This is an optimization exercise on Yosys and OpenROAD, whose aim is small area, not a production implementation.
The RTL was checked by simulation tests, not by an equivalence proof against the original design.

==> flow/design.v, too long to show whole: its modules and the start of the top module <==
// module SINE_LUT_V4: 674 lines
// module NCO_V4: 53 lines
// module MIXER_V4: 659 lines
// module CIC_V4: 55 lines
// module PIG_V4: 90 lines
// module RCA_V4: 12 lines
// module OLINT_V4: 14 lines
// module PHASEMETER_V4: 91 lines
module PHASEMETER_V4#
(
    parameter AXIS_TDATA_WIDTH = 32,
    parameter integer GUESS = 340161410
)
(
    input clk,
    input rst,
    input en,
    input [AXIS_TDATA_WIDTH-1:0]        S_AXIS_SOURCE_tdata,
    input                               S_AXIS_SOURCE_tvalid,
    input [AXIS_TDATA_WIDTH-1:0]        S_AXIS_PARAM_tdata,  
    input                               S_AXIS_PARAM_tvalid,
    input [AXIS_TDATA_WIDTH-1:0]        S_AXIS_GUESS_tdata,  
    input                               S_AXIS_GUESS_tvalid,
    output wire [AXIS_TDATA_WIDTH-1:0]  M_AXIS_REF_tdata,
    output wire                         M_AXIS_REF_tvalid,
    output wire [AXIS_TDATA_WIDTH-1:0]  M_AXIS_QUAD_tdata,
    output wire                         M_AXIS_QUAD_tvalid,
    output wire [AXIS_TDATA_WIDTH-1:0]  M_AXIS_MIX_tdata,
    output wire                         M_AXIS_MIX_tvalid,
    output wire [AXIS_TDATA_WIDTH-1:0]  M_AXIS_LPF_tdata,  
    output wire                         M_AXIS_LPF_tvalid,
    output wire [AXIS_TDATA_WIDTH-1:0]  M_AXIS_PI_tdata,  
    output wire                         M_AXIS_PI_tvalid,
    output wire [AXIS_TDATA_WIDTH-1:0]  M_AXIS_PE_tdata,  
    output wire                         M_AXIS_PE_tvalid);
  // ...
==> flow/flow/run.sh <==
#!/bin/bash
# Standard layout (standard.sh, the standard flow's own ORFS run) with these settings given
# to ORFS through its environment:
# - port buffers are the smallest buffer, sky130_fd_sc_hd__buf_1 (every input
#   and output port still gets one);
# - the constant outputs share the tie cells synthesis made (one tie-high,
#   one tie-low) instead of one tie cell per port;
# - clock tree synthesis clusters up to 25 sinks per leaf buffer within 60 um
#   and inserts no dummy loads.
set -euo pipefail
export BUFFER_PORTS_ARGS="-buffer_cell sky130_fd_sc_hd__buf_1"
export SKIP_REPAIR_TIE_FANOUT=1
export CTS_ARGS="-sink_clustering_enable -repair_clock_nets -dont_use_dummy_load -sink_clustering_size 25 -sink_clustering_max_diameter 60"
bash standard.sh > flow_make.log 2>&1
==> flow/standard.sh <==
#!/bin/bash
# synth_recipe.tcl (not shown) runs the flow's synth.tcl, then flattens the netlist and writes it again
# the make line also repeats each setting of config.mk as NAME=value (left out here)
make -C /OpenROAD-flow-scripts/flow DESIGN_CONFIG=/design/flow/config.mk WORK_HOME=/design/flow/orfs CLKGATE_MAP_FILE= SYNTH_SCRIPT=/design/flow/synth_recipe.tcl "${@:-finish}"
==> flow/config.mk <==
export PLATFORM = sky130hd
export DESIGN_NAME = PHASEMETER_V4
export DESIGN_NICKNAME = PHASEMETER_V4
export VERILOG_FILES = /design/flow/design.v
export SDC_FILE = /design/flow/constraint.sdc
export NUM_CORES = 4
export LEC_CHECK = 0
export ABC_AREA = 1
export CAP_MARGIN = 20
export CORE_MARGIN = 2
export CORE_UTILIZATION = 65
export PLACE_DENSITY = 0.75
export SLEW_MARGIN = 20
export SYNTH_MEMORY_MAX_BITS = 32768
==> flow/constraint.sdc <==
create_clock -name core_clock -period 10.0 [get_ports {clk}]
set_input_delay 2.0000 -clock core_clock [delete_from_list [all_inputs] [get_ports {clk}]]
set_output_delay 2.0000 -clock core_clock [all_outputs]
set_load 0.01 [all_outputs]
==> results_dict.tcl, run 1 <==
set metrics [dict create \
    post_cts_resized 0 \
    clkTransAtPathRegs_ns 0.09 \
    area_delta_synth_final_pct 4.96 \
    seq_cells 534 \
    multi_input_area_um2 17800 \
    dominant_cells "multi-input gates" \
    num-fill-cells 3969 \
    coreArea_um2 52300 \
    synth.most_common_cell "nand2_1" \
    cp_slowest_cell "xnor2_1" \
    cpMostUsedCell "fa_1" \
    reg2reg_from "refGen.SINE_S" \
    ioPinCount 300 \
    antenna_found_initial 1 \
    rr_endpoint "mixI[11]" \
    synth_compound_area_frac 0.105 \
    status "timing/DRC/antenna clean" \
    synth_mux_area_frac 0.00904 \
    synth_top_family_by_area "adder cells" \
    dr.max_layer_used "met4" \
    cts_tree "built" \
    cts.path.max_buffers 3 \
    cts.sinks 534 \
    tap-cell-count 688 \
    ys_types 60 \
    dpl-instance-area_um2 35100 \
    fin_util 0.688 \
    die_area_um2 54700 \
    synth-simple-area-share 0.0946 \
    layout_commonest_cell "nand2_1" \
    fmax_mhz 105 \
    postCtsSetupBuffers 0 \
    met1_usage 0.438 \
    synth_edf_count 23 \
]
==> inputs of run 2 (changes only) <==
--- a/flow/config.mk
+++ b/flow/config.mk
@@ -8,7 +8,7 @@
 export ABC_AREA = 1
 export CAP_MARGIN = 20
 export CORE_MARGIN = 2
-export CORE_UTILIZATION = 65
-export PLACE_DENSITY = 0.75
+export CORE_UTILIZATION = 72
+export PLACE_DENSITY = 0.82
 export SLEW_MARGIN = 20
 export SYNTH_MEMORY_MAX_BITS = 32768
==> results_dict.tcl, run 2 <==
set metrics [dict create \
    status "timing/DRC/antenna clean" \
    first_pass_iters 7 \
    ys_ff_latch 534 \
    grt_pass1_vias 26700 \
    synth_area_um2 34300 \
    timing.final.max_slew_violations 0 \
    synth_edf_count 23 \
    drive_gt1_frac 0.0514 \
    ys_seq_area_frac 0.386 \
    layout_common_cells "nand2_1, inv_1, dfrtp_1" \
    holdWs_ns 0.281 \
    grt_max_degree 204 \
    min_period_over_period 0.954 \
    rows 80 \
    postCtsSetupBuffers 0 \
    hold_class "register to register" \
    max_stage_delay_ns 0.58 \
    routedWlPerCell_um 21.2 \
    die_x_um 222 \
    area_delta_synth_final_pct 4.54 \
    via_count 25300 \
    vias_per_cell 6.10 \
    yosysWarningCount 6 \
    layout_commonest_cell "nand2_1" \
    die_area_um2 49400 \
    initial_utilization 0.724 \
    num-fill-cells 3121 \
    synth-xor-area-share 0.0618 \
    reg2reg_from "refGen.SINE_S" \
    start_kind "register" \
    root_buffer "clkbuf_16" \
    clkTransAtPathRegs_ns 0.07 \
    drtIter0Drc 2776 \
    cts.path.max_buffers 3 \
    ys_types 60 \
    synth_mux_area_frac 0.00904 \
    overflow 0 \
    hold_end "controller.SH[16]" \
    io_buffers 160 \
    ff2ff_path_depth 33 \
    grt.total_usage 0.368 \
    hpwl_um 64200 \
    setup_tns_ns 0 \
    cpMostUsedCell "fa_1" \
    ioPinCount 300 \
    relSlewSlack 0.316 \
    worst_pin_slew_ns 1.02 \
    hold_start "controller.SH[17]" \
    final_hold_viol_count 0 \
    synth_top_family_by_area "adder cells" \
    cts.sinks 534 \
    clk_latency_ns 0.58 \
    synth.most_common_cell "nand2_1" \
    detail-route-antenna-nets 0 \
    route.detailed.drc 0 \
    gp_congestion 1.01 \
    async_flop_share 0.867 \
    finClkSkew_ns 0.0911 \
    maxCapViolCount 0 \
    min_period_ns 9.54 \
    hold_path_depth 0 \
    syn_area_per_cell_um2 9.75 \
    ff2ff_setup_slack_ns 0.46 \
    fin_util 0.757 \
    synthAdderAreaFrac 0.247 \
    antenna_found_initial 1 \
    cp-end-kind "register" \
    synth_compound_area_frac 0.105 \
    numCtsBuffers 35 \
    synth-simple-area-share 0.0946 \
    synth.top_cell.area_share 0.324 \
    path_max_fanout 13 \
    rr_endpoint "mixI[11]" \
    required_ns 10.49 \
    coreArea_um2 47400 \
    rsz0062_at_grt "no" \
    wl_um 88200 \
    grt_pass1_wl_um 143000 \
    cp_slowest_cell "dfrtp_1" \
    setup_viol 0 \
    worstPathArrival_ns 10.03 \
    cts_tree "built" \
    synth_cells 3522 \
    synth-main-ff-cell "dfrtp_1" \
    htreeDepth 2 \
    fmax_mhz 105 \
    die-height_um 222 \
    nNetsFinal 4142 \
    path_class "register to register" \
    yosys-top-cells-area "dfrtp_1, fa_1, ha_1" \
    synthTopCellsByCount "nand2_1, inv_1, dfrtp_1, fa_1, o21ai_0" \
    yosysTopAreaCell "dfrtp_1" \
]
run 2: worst max path at each step:
stage | start | end | slack [ns] | cells after the start
after global routing | source[1] | mixQ[11] | 0.05 | 38
after CTS | refGen.COS_S | mixQ[11] | 0.41 | 26
after detailed placement | refGen.COS_S | mixQ[11] | 0.46 | 26
after floorplan | LPF.pstart | LPF.P1[20] | 0.65 | 27
final | refGen.SINE_S | mixI[11] | 0.46 | 33
after global placement | refGen.SINE_S | mixI[11] | 0.67 | 33
run 2: per-stage QoR:
step / setup WS (ns) / cell area (um2) / std cells
after floorplan: 0.654 / 34300 / 3522
after global placement: 0.673 / 35000 / 4119
after detailed placement: 0.460 / 35000 / 4119
after CTS: 0.409 / 35900 / 4154
after global routing: 0.0468 / 35900 / 4155
final: 0.459 / 35900 / 4156
run 2: critical path: cells and delay by family (launching register included):
family / cells / cell delay (ns)
adder cells (fa/ha/maj): 17 / 7.10
buffers and inverters: 6 / 0.64
AND/OR/NAND/NOR: 8 / 0.42
XOR/XNOR: 2 / 0.74
flip-flops: 1 / 0.58
run 2: kinds of logic (layout without fill, tap and decap cells):
kind of cell	after synthesis	in the layout
AO/OA/AOI/OAI	609	609
XOR/XNOR	239	239
adder cells (fa/ha/maj)	498	498
buffers and inverters	786	804
flip-flops	534	534
multiplexers	29	29
other	2	3
AND/OR/NAND/NOR	825	825
run 2: layer usage:
metal,share of wire,wire length (um),vias to the layer above,global-route usage
li1,-,-,11100,-
met2,0.49,43600,1252,0.615
met3,0.072,6330,284,0.0522
met1,0.39,34400,12700,0.490
met4,0.045,3950,0,0.152
met5,0,0,-,0
run 2: area by class of cell:
| class | count | area, um2 | share of cell area |
|---|---|---|---|
| Multi-Input combinational cell | 2202 | 17800 | 0.497 |
| Sequential cell | 534 | 13300 | 0.369 |
| Timing Repair Buffer | 223 | 1110 | 0.0309 |
| Antenna cell | 1 | 2.50 | 0.0000697 |
| Tap cell | 615 | 769 | 0.0214 |
| Inverter | 546 | 2050 | 0.0572 |
| Clock buffer | 35 | 876 | 0.0244 |
run 2: timing repair:
item / 4_1_cts / 5_1_grt
hold buffers: 0 / 0
resized for setup: 0 / 1
setup endpoints to repair: 0 / 1
==> inputs of run 3 (changes only) <==
==> flow/flow/run.sh (replaced) <==
#!/bin/bash
# Standard layout (standard.sh, the standard flow's own ORFS run) with two settings given
# to ORFS through its environment:
# - port buffers are the smallest buffer, sky130_fd_sc_hd__buf_1 (every input
#   and output port still gets one);
# - clock tree synthesis clusters up to 25 sinks per leaf buffer within 60 um
#   and inserts no dummy loads.
set -euo pipefail
export BUFFER_PORTS_ARGS="-buffer_cell sky130_fd_sc_hd__buf_1"
export CTS_ARGS="-sink_clustering_enable -repair_clock_nets -dont_use_dummy_load -sink_clustering_size 25 -sink_clustering_max_diameter 60"
bash standard.sh > flow_make.log 2>&1
--- a/flow/config.mk
+++ b/flow/config.mk
@@ -8,7 +8,7 @@
 export ABC_AREA = 1
 export CAP_MARGIN = 20
 export CORE_MARGIN = 2
-export CORE_UTILIZATION = 72
-export PLACE_DENSITY = 0.82
+export CORE_UTILIZATION = 65
+export PLACE_DENSITY = 0.75
 export SLEW_MARGIN = 20
 export SYNTH_MEMORY_MAX_BITS = 32768
==> results_dict.tcl, run 3 <==
set metrics [dict create \
    die_x_um 234 \
    hold_path_depth 0 \
    clk_latency_ns 0.57 \
    yosys-top-cells-area "dfrtp_1, fa_1, ha_1" \
    initial_utilization 0.656 \
    yosysTopAreaCell "dfrtp_1" \
    status "timing/DRC/antenna clean" \
    synthTopCellsByCount "nand2_1, inv_1, dfrtp_1, fa_1, o21ai_0" \
    clkTransAtPathRegs_ns 0.09 \
    antenna_found_initial 0 \
    cp_top_family "adder cells" \
    rsz0062_at_grt "no" \
    path_class "register to register" \
    synth_area_um2 34300 \
    hpwl_um 61800 \
    postCtsSetupBuffers 0 \
    route.detailed.drc 0 \
    vias_per_cell 5.73 \
    ff2ff_setup_slack_ns 0.51 \
    nNetsFinal 4224 \
    cts.path.max_buffers 3 \
    hold_class "register to register" \
    ys_ff_latch 534 \
    gp_congestion 0.979 \
    fin_util 0.693 \
    root_buffer "clkbuf_16" \
    detail-route-antenna-nets 0 \
    synth.most_common_cell "nand2_1" \
    die-height_um 234 \
    path_max_fanout 13 \
    relSlewSlack 0.274 \
    fmax_mhz 105 \
    first_pass_iters 12 \
    cts.sinks 534 \
    synth_cells 3522 \
    drtIter0Drc 2541 \
    yosysWarningCount 6 \
    synth_edf_count 23 \
    setup_viol 0 \
    coreArea_um2 52300 \
    htreeDepth 2 \
    overflow 0 \
    wl_um 83400 \
    worstPathArrival_ns 9.97 \
    critical_path_buf_inv_count 6 \
    layout_common_cells "nand2_1, inv_1, dfrtp_1" \
    drive_gt1_frac 0.0514 \
    synth-main-ff-cell "dfrtp_1" \
    cts_tree "built" \
    ioPinCount 300 \
    cp-end-kind "register" \
    ys_seq_area_frac 0.386 \
    grt_max_degree 190 \
    final_hold_viol_count 0 \
    grt.total_usage 0.312 \
    synth.top_cell.area_share 0.324 \
    cts_hold_buf 0 \
    via_count 24700 \
    min_period_ns 9.49 \
    max_stage_delay_ns 0.57 \
    numCtsBuffers 35 \
    grt_pass1_wl_um 134000 \
    worst_pin_slew_ns 1.09 \
    required_ns 10.48 \
    die_area_um2 54700 \
    layout_commonest_cell "nand2_1" \
    cp_num_cells 33 \
    rows 84 \
    post_cts_resized 0 \
    async_flop_share 0.867 \
    cp_slowest_cell "dfrtp_1" \
    start_kind "register" \
    io_buffers 160 \
    routedWlPerCell_um 19.3 \
    min_period_over_period 0.949 \
    setup_tns_ns 0 \
    ys_types 60 \
    syn_area_per_cell_um2 9.75 \
    timing.final.max_slew_violations 0 \
    area_delta_synth_final_pct 5.68 \
    grt_pass1_vias 25100 \
    cpMostUsedCell "fa_1" \
    finClkSkew_ns 0.0516 \
    maxCapViolCount 0 \
    ff2ff_path_depth 33 \
]
run 3: cell counts after synthesis:
Identical to the previous run, type by type.
run 3: final timing paths:
kind                             startpoint          endpoint
max reg2reg                   refGen.SINE_S          mixI[11]
min in group asynchronous               rst     phase_word[4]
min reg2reg                controller.SH[5]  controller.SH[4]
min                        controller.SH[5]  controller.SH[4]
max                           refGen.SINE_S          mixI[11]
max in group asynchronous               rst        LPF.P1[14]
run 3: cells by family after synthesis:
group	after synthesis	synth area share
and+or+nand+nor	825	0.0946
buffers and inverters	786	0.0958
AOI/OAI and AO/OA	609	0.105
DFF	534	0.386
adders and majority gates	498	0.247
xor gates and xnor gates	239	0.0618
muxes	29	0.00904
other	2	0.000219
run 3: cell type report:
cell class | count | area, um2
fillers | 4014 | 16100
diodes | 1 | 2.50
multi-input cells | 2279 | 18100
clock buffers | 35 | 876
well taps | 688 | 861
inverters | 546 | 2050
flip-flops and latches | 534 | 13300
repair buffers | 228 | 1130
run 3: metrics by stage:
stage | cell area [um2] | setup WS (ns) | hold WS [ns] | cells
6_report | 36300 | 0.508 | 0.324 | 4311
5_1_grt | 36300 | 0.0180 | 0.322 | 4310
4_1_cts | 36300 | 0.537 | 0.326 | 4310
3_5_place_dp | 35400 | 0.542 | 0.335 | 4275
3_3_place_gp | 35400 | 0.595 | 0.331 | 4275
2_1_floorplan | 34600 | 0.654 | 0.331 | 3599
run 3: worst register-to-register path: cells and delay by family, from the launching register on:
| family | cells | cell delay, ns |
|---|---|---|
| simple gates | 8 | 0.44 |
| flops | 1 | 0.57 |
| fa+ha+maj | 17 | 7.06 |
| buf+inv | 6 | 0.61 |
| xor+xnor | 2 | 0.76 |
run 3: routing by layer:
metal	part of all wire	vias up	track usage
met5	0	-	0
met4	0.035	0	0.112
met3	0.062	190	0.0348
met2	0.48	979	0.503
met1	0.42	12300	0.444
li1	-	11200	-
==> inputs of run 4 (changes only) <==
==> flow/flow/run.sh (replaced) <==
#!/bin/bash
# Standard layout (standard.sh, the standard flow's own ORFS run) with these settings given
# to ORFS through its environment:
# - port buffers are the smallest buffer, sky130_fd_sc_hd__buf_1 (every input
#   and output port still gets one);
# - the constant outputs share the tie cells synthesis made (one tie-high,
#   one tie-low) instead of one tie cell per port;
# - clock tree synthesis clusters up to 30 sinks per leaf buffer within 60 um
#   and inserts no dummy loads.
set -euo pipefail
export BUFFER_PORTS_ARGS="-buffer_cell sky130_fd_sc_hd__buf_1"
export SKIP_REPAIR_TIE_FANOUT=1
export CTS_ARGS="-sink_clustering_enable -repair_clock_nets -dont_use_dummy_load -sink_clustering_size 30 -sink_clustering_max_diameter 60"
bash standard.sh > flow_make.log 2>&1
==> results_dict.tcl, run 4 <==
set metrics [dict create \
    final_hold_viol_count 0 \
    path_class "register to register" \
    area_delta_synth_final_pct 4.96 \
    die_x_um 234 \
    synth_cells 3522 \
    first_pass_iters 6 \
    min_period_over_period 0.950 \
    cp-end-kind "register" \
    layout_commonest_cell "nand2_1" \
    grt.total_usage 0.315 \
    post_cts_resized 0 \
    start_kind "register" \
    routedWlPerCell_um 19.6 \
    num_antenna_cells 0 \
    max_stage_delay_ns 0.59 \
    nNetsFinal 4150 \
    hold_class "register to register" \
    grt_max_degree 168 \
    path_max_fanout 13 \
    numCtsBuffers 36 \
    cpMostUsedCell "fa_1" \
    yosysTopAreaCell "dfrtp_1" \
    clkTransAtPathRegs_ns 0.09 \
    grt_pass1_wl_um 135000 \
    vias_per_cell 5.81 \
    cts_hold_buf 0 \
    setup_viol 0 \
    finClkSkew_ns 0.104 \
    layout_common_cells "nand2_1, inv_1, dfrtp_1" \
    worstPathArrival_ns 9.98 \
    rows 84 \
    cts.sinks 534 \
    setup_slack_ns 0.497 \
    detail-route-antenna-nets 0 \
    synth.most_common_cell "nand2_1" \
    min_period_ns 9.50 \
    cp_slowest_cell "xnor2_1" \
    dpl-instance-area_um2 35100 \
    cts.path.max_buffers 3 \
    drtIter0Drc 2278 \
    ys_types 60 \
    hpwl_um 62000 \
    setup_tns_ns 0 \
    num-fill-cells 3968 \
    maxCapViolCount 0 \
    holdWs_ns 0.322 \
    status "timing/DRC/antenna clean" \
    fmax_mhz 105 \
    ys_ff_latch 534 \
    yosysWarningCount 6 \
    relSlewSlack 0.366 \
    via_count 24600 \
    worst_pin_slew_ns 0.927 \
    async_flop_share 0.867 \
    die_area_um2 54700 \
    wl_um 83000 \
    cts_tree "built" \
    dp.cells 4200 \
    die-height_um 234 \
    synth.top_cell.area_share 0.324 \
    dp_slack_ns 0.465 \
    overflow 0 \
    htreeDepth 2 \
    gp_congestion 0.972 \
    antenna_found_initial 1 \
    root_buffer "clkbuf_16" \
    timing.final.max_slew_violations 0 \
    grt_pass1_vias 25400 \
    ioPinCount 300 \
    ys_seq_area_frac 0.386 \
    final_area_um2 36000 \
    synthTopCellsByCount "nand2_1, inv_1, dfrtp_1, fa_1, o21ai_0" \
    rsz0062_at_grt "no" \
    required_ns 10.48 \
    fin_util 0.688 \
    clk_latency_ns 0.59 \
    final_cells 4236 \
    synth_edf_count 23 \
    synth-main-ff-cell "dfrtp_1" \
    drive_gt1_frac 0.0536 \
    syn_area_per_cell_um2 9.75 \
    postCtsSetupBuffers 0 \
    coreArea_um2 52300 \
    yosys-top-cells-area "dfrtp_1, fa_1, ha_1" \
    initial_utilization 0.656 \
    synth_area_um2 34300 \
    route.detailed.drc 0 \
    io_buffers 160 \
]
==> run 4: cell counts after synthesis <==
Identical to the previous run, type by type.
==> run 4: logic make-up (layout without fill, tap and decap cells) <==
| kind of cell | Yosys count | count (layout) | share of synthesized area |
|---|---|---|---|
| mux | 29 | 29 | 0.00904 |
| flops | 534 | 534 | 0.386 |
| xor+xnor | 239 | 239 | 0.0618 |
| buf+inv | 786 | 812 | 0.0958 |
| compound gates | 609 | 609 | 0.105 |
| fa+ha+maj | 498 | 498 | 0.247 |
| other cells | 2 | 2 | 0.000219 |
| simple gates | 825 | 825 | 0.0946 |
==> run 4: final timing paths <==
path | to | slack (ns) | start | cells after the start
worst max-delay path | mixI[11] | 0.50 | refGen.SINE_S | 33
worst min-delay path | controller.R[30] | 0.32 | controller.R[31] | 0
worst max register to register | mixI[11] | 0.50 | refGen.SINE_S | 33
worst min register to register | controller.R[30] | 0.32 | controller.R[31] | 0
max in group asynchronous | refGen.COS_M[7] | 6.07 | rst | 5
min in group asynchronous | phase_word[2] | 1.67 | rst | 3
==> run 4: cell type report <==
type,instances,area (um2),area share
inverter,546,2050,0.0570
timing repair buffer,230,1140,0.0316
multi-input combinational,2202,17800,0.495
clock buffer,36,901,0.0250
tap,688,861,0.0239
sequential,534,13300,0.368
==> run 4: layer usage <==
| metal | track usage | routed length (um) | up-vias |
|---|---|---|---|
| met3 | 0.0427 | 5670 | 235 |
| met1 | 0.438 | 34600 | 12200 |
| met4 | 0.129 | 3560 | 0 |
| li1 | - | - | 11100 |
| met5 | 0 | 0 | - |
| met2 | 0.505 | 39200 | 986 |
==> run 4: critical path: cells and delay by family (launching register included) <==
family / cells / cell delay, ns
xor+xnor: 2 / 0.77
fa+ha+maj: 17 / 7.02
buf+inv: 6 / 0.62
flops: 1 / 0.58
simple gates: 8 / 0.44
==> inputs of run 5 (changes only) <==
==> flow/flow/run.sh (replaced) <==
#!/bin/bash
# Standard layout (standard.sh, the standard flow's own ORFS run) with these settings given
# to ORFS through its environment:
# - port buffers are the smallest buffer, sky130_fd_sc_hd__buf_1 (every input
#   and output port still gets one);
# - the constant outputs share the tie cells synthesis made (one tie-high,
#   one tie-low) instead of one tie cell per port;
# - clock tree synthesis clusters up to 30 sinks per leaf buffer within 80 um
#   and inserts no dummy loads.
set -euo pipefail
export BUFFER_PORTS_ARGS="-buffer_cell sky130_fd_sc_hd__buf_1"
export SKIP_REPAIR_TIE_FANOUT=1
export CTS_ARGS="-sink_clustering_enable -repair_clock_nets -dont_use_dummy_load -sink_clustering_size 30 -sink_clustering_max_diameter 80"
bash standard.sh > flow_make.log 2>&1
--- a/flow/config.mk
+++ b/flow/config.mk
@@ -8,7 +8,7 @@
 export ABC_AREA = 1
 export CAP_MARGIN = 20
 export CORE_MARGIN = 2
-export CORE_UTILIZATION = 65
-export PLACE_DENSITY = 0.75
+export CORE_UTILIZATION = 72
+export PLACE_DENSITY = 0.82
 export SLEW_MARGIN = 20
 export SYNTH_MEMORY_MAX_BITS = 32768
==> results_dict.tcl, run 5 <==
set metrics [dict create \
    status "timing/DRC/antenna clean" \
    fmax_mhz 104 \
    setup_viol 0 \
    setup_tns_ns 0 \
    layout_common_cells "nand2_1, inv_1, dfrtp_1" \
    clk_latency_ns 0.63 \
    drtIter0Drc 2697 \
    yosys-top-cells-area "dfrtp_1, fa_1, ha_1" \
    drive_gt1_frac 0.0493 \
    worst_pin_slew_ns 1.00 \
    synth_mux_area_frac 0.00904 \
    wl_um 87700 \
    synth_compound_area_frac 0.105 \
    htreeDepth 1 \
    die-height_um 222 \
    grt_max_degree 204 \
    max_stage_delay_ns 0.60 \
    dpl-instance-area_um2 35000 \
    synth.most_common_cell "nand2_1" \
    path_max_fanout 13 \
    post_cts_resized 0 \
    min_period_over_period 0.958 \
    grt_pass1_vias 26300 \
    clkTransAtPathRegs_ns 0.10 \
    cts.path.max_buffers 3 \
    synth-xor-area-share 0.0618 \
    hpwl_um 64200 \
    num_antenna_cells 0 \
    numCtsBuffers 27 \
    vias_per_cell 6.08 \
    synth_edf_count 23 \
    die_x_um 222 \
    cts_hold_buf 0 \
    critical_path_buf_inv_count 6 \
    synth_area_um2 34300 \
    maxCapViolCount 0 \
    route.detailed.drc 0 \
    required_ns 10.50 \
    ys_types 60 \
    cp_slowest_cell "dfrtp_1" \
    start_kind "register" \
    grt.total_usage 0.362 \
    async_flop_share 0.867 \
    cp-end-kind "register" \
    num-fill-cells 3160 \
    antenna_found_initial 1 \
    root_buffer "clkbuf_16" \
    synth.top_cell.area_share 0.324 \
    synth_top_family_by_area "adder cells" \
    overflow 0 \
    hold_class "register to register" \
    yosysTopAreaCell "dfrtp_1" \
    detail-route-antenna-nets 0 \
    routedWlPerCell_um 21.1 \
    synth-main-ff-cell "dfrtp_1" \
    initial_utilization 0.724 \
    rsz0062_at_grt "no" \
    synth_cells 3522 \
    cpMostUsedCell "fa_1" \
    min_period_ns 9.58 \
    ys_ff_latch 534 \
    relSlewSlack 0.332 \
    path_class "register to register" \
    first_pass_iters 8 \
    yosysWarningCount 6 \
    postCtsSetupBuffers 0 \
    final_hold_viol_count 0 \
    nNetsFinal 4134 \
    synthTopCellsByCount "nand2_1, inv_1, dfrtp_1, fa_1, o21ai_0" \
    worstPathArrival_ns 10.08 \
    rows 80 \
    ioPinCount 300 \
    cts_tree "built" \
    final_area_um2 35700 \
    synth-simple-area-share 0.0946 \
    area_delta_synth_final_pct 3.95 \
    io_buffers 160 \
    ys_seq_area_frac 0.386 \
    coreArea_um2 47400 \
    synthAdderAreaFrac 0.247 \
    cts.sinks 534 \
    layout_commonest_cell "nand2_1" \
    timing.final.max_slew_violations 0 \
    finClkSkew_ns 0.0955 \
    via_count 25200 \
    gp_congestion 1.01 \
    grt_pass1_wl_um 141000 \
    syn_area_per_cell_um2 9.75 \
    cp_top_family "adder cells" \
    die_area_um2 49400 \
]
## run 5: final timing paths
check                                       start                 to  slack, ns  depth (start not counted)
worst max-delay path                refGen.SINE_S           mixI[11]       0.42                         33
worst min-delay path            controller.SH[17]  controller.SH[16]       0.26                          0
worst max register to register      refGen.SINE_S           mixI[11]       0.42                         33
worst min register to register  controller.SH[17]  controller.SH[16]       0.26                          0
max in group asynchronous                     rst   refGen.SINE_M[4]       6.72                          4
min in group asynchronous                     rst         LPF.S1a[9]       1.76                          3
## run 5: kinds of logic (layout without fill, tap and decap cells)
family,after synthesis,count (layout)
adder cells (fa/ha/maj),498,498
AND/OR/NAND/NOR,825,825
XOR/XNOR,239,239
flip-flops,534,534
buffers and inverters,786,796
AO/OA/AOI/OAI,609,609
other,2,2
multiplexers,29,29
## run 5: metrics by stage
| step | setup WS [ns] | hold slack, ns | std cells | util |
|---|---|---|---|---|
| 4_1_cts | 0.389 | 0.259 | 4146 | 0.751 |
| 6_report | 0.416 | 0.258 | 4147 | 0.752 |
| 3_3_place_gp | 0.673 | 0.332 | 4119 | 0.737 |
| 5_1_grt | 0.0388 | 0.251 | 4147 | 0.752 |
| 2_1_floorplan | 0.654 | 0.331 | 3522 | - |
| 3_5_place_dp | 0.460 | 0.335 | 4119 | 0.737 |
## run 5: metal layers
metal  up-vias  routed length, um  GRT usage
met2      1293              43300      0.610
li1      11100                  -          -
met4         0               3910      0.137
met5         -                  0          0
met3       287               6450     0.0465
met1     12600              34000      0.487
## run 5: cell type report
| cell class | instances | area, um2 | area share |
|---|---|---|---|
| clock buffers | 27 | 676 | 0.0189 |
| well taps | 615 | 769 | 0.0216 |
| repair buffers | 223 | 1110 | 0.0311 |
| inverters | 546 | 2050 | 0.0575 |
| multi-input cells | 2202 | 17800 | 0.499 |
| flip-flops and latches | 534 | 13300 | 0.372 |
==> inputs of run 6 (changes only) <==
--- a/flow/config.mk
+++ b/flow/config.mk
@@ -8,7 +8,7 @@
 export ABC_AREA = 1
 export CAP_MARGIN = 20
 export CORE_MARGIN = 2
-export CORE_UTILIZATION = 72
-export PLACE_DENSITY = 0.82
+export CORE_UTILIZATION = 78
+export PLACE_DENSITY = 0.86
 export SLEW_MARGIN = 20
 export SYNTH_MEMORY_MAX_BITS = 32768
==> results_dict.tcl, run 6 <==
set metrics [dict create \
    cts.sinks 534 \
    synth_area_um2 34300 \
    cts.path.max_buffers 3 \
    error "[ERROR GRT-0232] Routing congestion too high. Check the congestion heatmap in the GUI." \
    synth-main-ff-cell "dfrtp_1" \
    die-height_um 214 \
    overflow 38 \
    status "stopped before the end" \
    htreeDepth 1 \
    antenna_found_initial 22 \
    synth.most_common_cell "nand2_1" \
    synth.top_cell.area_share 0.324 \
    hpwl_um 71700 \
    io_buffers 160 \
    root_buffer "clkbuf_16" \
    ys_ff_latch 534 \
    synth_mux_area_frac 0.00904 \
    postCtsSetupBuffers 0 \
    endpoint_type "register data pin" \
    initial_utilization 0.794 \
    ys_seq_area_frac 0.386 \
    synthAdderAreaFrac 0.247 \
    synth_compound_area_frac 0.105 \
    grt_max_degree 168 \
    synthTopCellsByCount "nand2_1, inv_1, dfrtp_1, fa_1, o21ai_0" \
    ioPinCount 300 \
    rows 76 \
    async_flop_share 0.867 \
    yosys-top-cells-area "dfrtp_1, fa_1, ha_1" \
    ys_types 60 \
    gp_congestion 1.02 \
    numCtsBuffers 27 \
    synth-simple-area-share 0.0946 \
    syn_area_per_cell_um2 9.75 \
    synth_top_family_by_area "adder cells" \
    yosysWarningCount 6 \
    grt.total_usage 0.729 \
    postGrtWorstEndpoint "mixI[11]$_DFF_PP0_/D" \
    synth_cells 3522 \
    synth_edf_count 23 \
    cts_hold_buf 0 \
    die_x_um 214 \
    post_cts_resized 0 \
    yosysTopAreaCell "dfrtp_1" \
    synth-xor-area-share 0.0618 \
    stop_stage "global routing (5_1_grt)" \
]
==> run 6: cell counts after synthesis <==
No cell type changed its count.
==> run 6: worst max path at each step <==
stage | cells past startpoint | slack (ns) | startpoint | endpoint
after global placement | 32 | 0.58 | refGen.COS_S | mixQ[11]
after floorplan | 27 | 0.65 | LPF.pstart | LPF.P1[20]
after CTS | 35 | 0.02 | refGen.COS_S | mixQ[11]
after detailed placement | 32 | 0.26 | refGen.COS_S | mixQ[11]
==> run 6: cells by family after synthesis <==
| group | Yosys count |
|---|---|
| compound gates | 609 |
| xor+xnor | 239 |
| fa+ha+maj | 498 |
| buf+inv | 786 |
| flops | 534 |
| mux | 29 |
| other cells | 2 |
| simple gates | 825 |
==> run 6: metal layers <==
layer,GRT overflow,GRT usage
met2,10,0.871
met1,4,0.739
met4,13,0.637
met3,11,0.625
met5,0,0.440
==> run 6: per-stage QoR <==
| stage | worst slack, ns | cell area (um2) | hold slack [ns] | cells |
|---|---|---|---|---|
| detailed placement | 0.259 | 35000 | 0.335 | 4095 |
| CTS | 0.0209 | 35700 | 0.318 | 4122 |
| floorplan | 0.654 | 34300 | 0.331 | 3522 |
| global placement | 0.582 | 35000 | 0.331 | 4095 |
==> inputs of run 7 (changes only) <==
==> flow/flow/run.sh (replaced) <==
#!/bin/bash
# Standard layout (standard.sh, the standard flow's own ORFS run) with these settings given
# to ORFS through its environment:
# - port buffers are the smallest buffer, sky130_fd_sc_hd__buf_1 (every input
#   and output port still gets one);
# - the constant outputs share the tie cells synthesis made (one tie-high,
#   one tie-low) instead of one tie cell per port;
# - clock tree synthesis clusters up to 28 sinks per leaf buffer within 70 um
#   and inserts no dummy loads.
set -euo pipefail
export BUFFER_PORTS_ARGS="-buffer_cell sky130_fd_sc_hd__buf_1"
export SKIP_REPAIR_TIE_FANOUT=1
export CTS_ARGS="-sink_clustering_enable -repair_clock_nets -dont_use_dummy_load -sink_clustering_size 28 -sink_clustering_max_diameter 70"
bash standard.sh > flow_make.log 2>&1
--- a/flow/config.mk
+++ b/flow/config.mk
@@ -8,7 +8,7 @@
 export ABC_AREA = 1
 export CAP_MARGIN = 20
 export CORE_MARGIN = 2
-export CORE_UTILIZATION = 78
-export PLACE_DENSITY = 0.86
+export CORE_UTILIZATION = 72
+export PLACE_DENSITY = 0.82
 export SLEW_MARGIN = 20
 export SYNTH_MEMORY_MAX_BITS = 32768
==> results_dict.tcl, run 7 <==
set metrics [dict create \
    die_area_um2 49400 \
    cts_tree "built" \
    grt_max_degree 204 \
    rsz0062_at_grt "no" \
    num-fill-cells 3133 \
    synth_cells 3522 \
    synth_edf_count 23 \
    cp-end-kind "register" \
    coreArea_um2 47400 \
    final_cells 4150 \
    clkTransAtPathRegs_ns 0.11 \
    final_hold_viol_count 0 \
    path_class "register to register" \
    max_stage_delay_ns 0.60 \
    numCtsBuffers 29 \
    min_period_ns 9.56 \
    min_period_over_period 0.956 \
    setup_slack_ns 0.440 \
    first_pass_iters 7 \
    required_ns 10.51 \
    layout_common_cells "nand2_1, inv_1, dfrtp_1" \
    maxCapViolCount 0 \
    synth.most_common_cell "nand2_1" \
    grt.total_usage 0.358 \
    overflow 0 \
    antenna_found_initial 1 \
    dp_slack_ns 0.460 \
    vias_per_cell 6.06 \
    setup_tns_ns 0 \
    gp_congestion 1.01 \
    yosysWarningCount 6 \
    finClkSkew_ns 0.0954 \
    ys_seq_area_frac 0.386 \
    layout_commonest_cell "nand2_1" \
    dpl-instance-area_um2 35000 \
    final_area_um2 35700 \
    status "timing/DRC/antenna clean" \
    hold_end "mixOut[6]" \
    synth.top_cell.area_share 0.324 \
    htreeDepth 1 \
    detail-route-antenna-nets 0 \
    relSlewSlack 0.335 \
    hold_path_depth 0 \
    cts_hold_buf 0 \
    nNetsFinal 4136 \
    fmax_mhz 105 \
    hold_start "mixI[6]" \
    synth_area_um2 34300 \
    rr_endpoint "mixI[11]" \
    die-height_um 222 \
    timing.final.max_slew_violations 0 \
    via_count 25200 \
    yosysTopAreaCell "dfrtp_1" \
    setup_viol 0 \
    area_delta_synth_final_pct 4.10 \
    drtIter0Drc 2800 \
    yosys-top-cells-area "dfrtp_1, fa_1, ha_1" \
    synth-main-ff-cell "dfrtp_1" \
    path_max_fanout 13 \
    grt_pass1_vias 26200 \
    ioPinCount 300 \
    ff2ff_path_depth 33 \
    worst_pin_slew_ns 0.996 \
    synthTopCellsByCount "nand2_1, inv_1, dfrtp_1, fa_1, o21ai_0" \
    rows 80 \
    initial_utilization 0.724 \
    grt_pass1_wl_um 140000 \
    hpwl_um 64200 \
    hold_class "register to register" \
    ys_ff_latch 534 \
    root_buffer "clkbuf_16" \
    cp_slowest_cell "dfrtp_1" \
    wl_um 87400 \
    postCtsSetupBuffers 0 \
    routedWlPerCell_um 21.1 \
    async_flop_share 0.867 \
    cts.sinks 534 \
    ys_types 60 \
    clk_latency_ns 0.63 \
    syn_area_per_cell_um2 9.75 \
    cpMostUsedCell "fa_1" \
    drive_gt1_frac 0.0498 \
    start_kind "register" \
    ff2ff_setup_slack_ns 0.44 \
    worstPathArrival_ns 10.07 \
    die_x_um 222 \
    reg2reg_from "refGen.SINE_S" \
    route.detailed.drc 0 \
    io_buffers 160 \
    dp.cells 4119 \
    cts.path.max_buffers 3 \
]
==> run 7: worst max path at each step <==
stage	startpoint	to	slack, ns	cells after the start
2_1_floorplan	LPF.pstart	LPF.P1[20]	0.65	27
3_3_place_gp	refGen.SINE_S	mixI[11]	0.67	33
3_5_place_dp	refGen.COS_S	mixQ[11]	0.46	26
4_1_cts	refGen.COS_S	mixQ[11]	0.40	35
5_1_grt	source[1]	mixQ[11]	0.009	38
6_report	refGen.SINE_S	mixI[11]	0.44	33
==> run 7: repair_timing <==
| item | in CTS | in global routing |
|---|---|---|
| endpoints found under the setup margin | 0 | 1 |
| hold endpoints to repair | 0 | 0 |
| resized for setup | 0 | 1 |
==> run 7: worst max-delay path, delay by kind of cell (launching register included) <==
| family | cells | cell delay (ns) |
|---|---|---|
| fa+ha+maj | 17 | 7.06 |
| flops | 1 | 0.60 |
| buf+inv | 6 | 0.64 |
| simple gates | 8 | 0.44 |
| xor+xnor | 2 | 0.75 |
==> run 7: metal layers <==
layer,GRT usage,wire (um),vias up
li1,-,-,11100
met5,0,0,-
met1,0.485,34500,12600
met2,0.605,43200,1233
met4,0.131,3740,0
met3,0.0427,6000,267
==> run 7: layout make-up <==
cell class	count	area [um2]	area share
Antenna cell	1	2.50	0.0000700
Clock buffer	29	726	0.0203
Inverter	546	2050	0.0574
Multi-Input combinational cell	2202	17800	0.499
Sequential cell	534	13300	0.371
Tap cell	615	769	0.0215
Timing Repair Buffer	223	1110	0.0310
==> run 7: kinds of logic after synthesis <==
logic type | after synthesis | synth area share
flip-flops | 534 | 0.386
other | 2 | 0.000219
AND/OR/NAND/NOR | 825 | 0.0946
multiplexers | 29 | 0.00904
AO/OA/AOI/OAI | 609 | 0.105
buffers and inverters | 786 | 0.0958
adder cells (fa/ha/maj) | 498 | 0.247
XOR/XNOR | 239 | 0.0618
==> run 7: stage by stage <==
step            util  hold slack (ns)
5_1_grt        0.753            0.304
3_5_place_dp   0.737            0.335
3_3_place_gp   0.737            0.332
4_1_cts        0.752            0.300
6_report       0.753            0.293
2_1_floorplan      -            0.331

==> afterwards: timing with drivers on the ports <==
How much do the figures lean on ideal ports? The routed layouts below were timed once more, with nothing changed but the port constraints.
Step 1, drivers: a clkbuf_16 drives clk and a buf_2 each remaining input, both assumed.
Step 2, shift: input delay + t, output delay - t, t = (earliest + latest rising clock arrival at the registers) / 2. This alone moves slack from input paths to output paths.
Slacks: ideal ports / drivers / drivers and shift; pairs: ideal ports / drivers.
| run | t (ns) | slack for setup (ns) | hold WS [ns] | worst slew at a driven data input, ns |
|---|---|---|---|---|
| run 1 | 0.603 | 0.483 / 0.483 / 0.483 | 0.300 / 0.300 / 0.300 | 0.04 |
| run 2 | 0.598 | 0.459 / 0.459 / 0.459 | 0.281 / 0.281 / 0.281 | 0.06 |
| run 3 | 0.597 | 0.508 / 0.508 / 0.508 | 0.324 / 0.324 / 0.324 | 0.07 |
| run 4 | 0.603 | 0.497 / 0.497 / 0.497 | 0.322 / 0.322 / 0.322 | 0.04 |
| run 5 | 0.639 | 0.416 / 0.416 / 0.416 | 0.258 / 0.258 / 0.258 | 0.06 |
| run 7 | 0.652 | 0.440 / 0.440 / 0.440 | 0.293 / 0.293 / 0.293 | 0.06 |
After both steps every run listed still meets setup and hold.
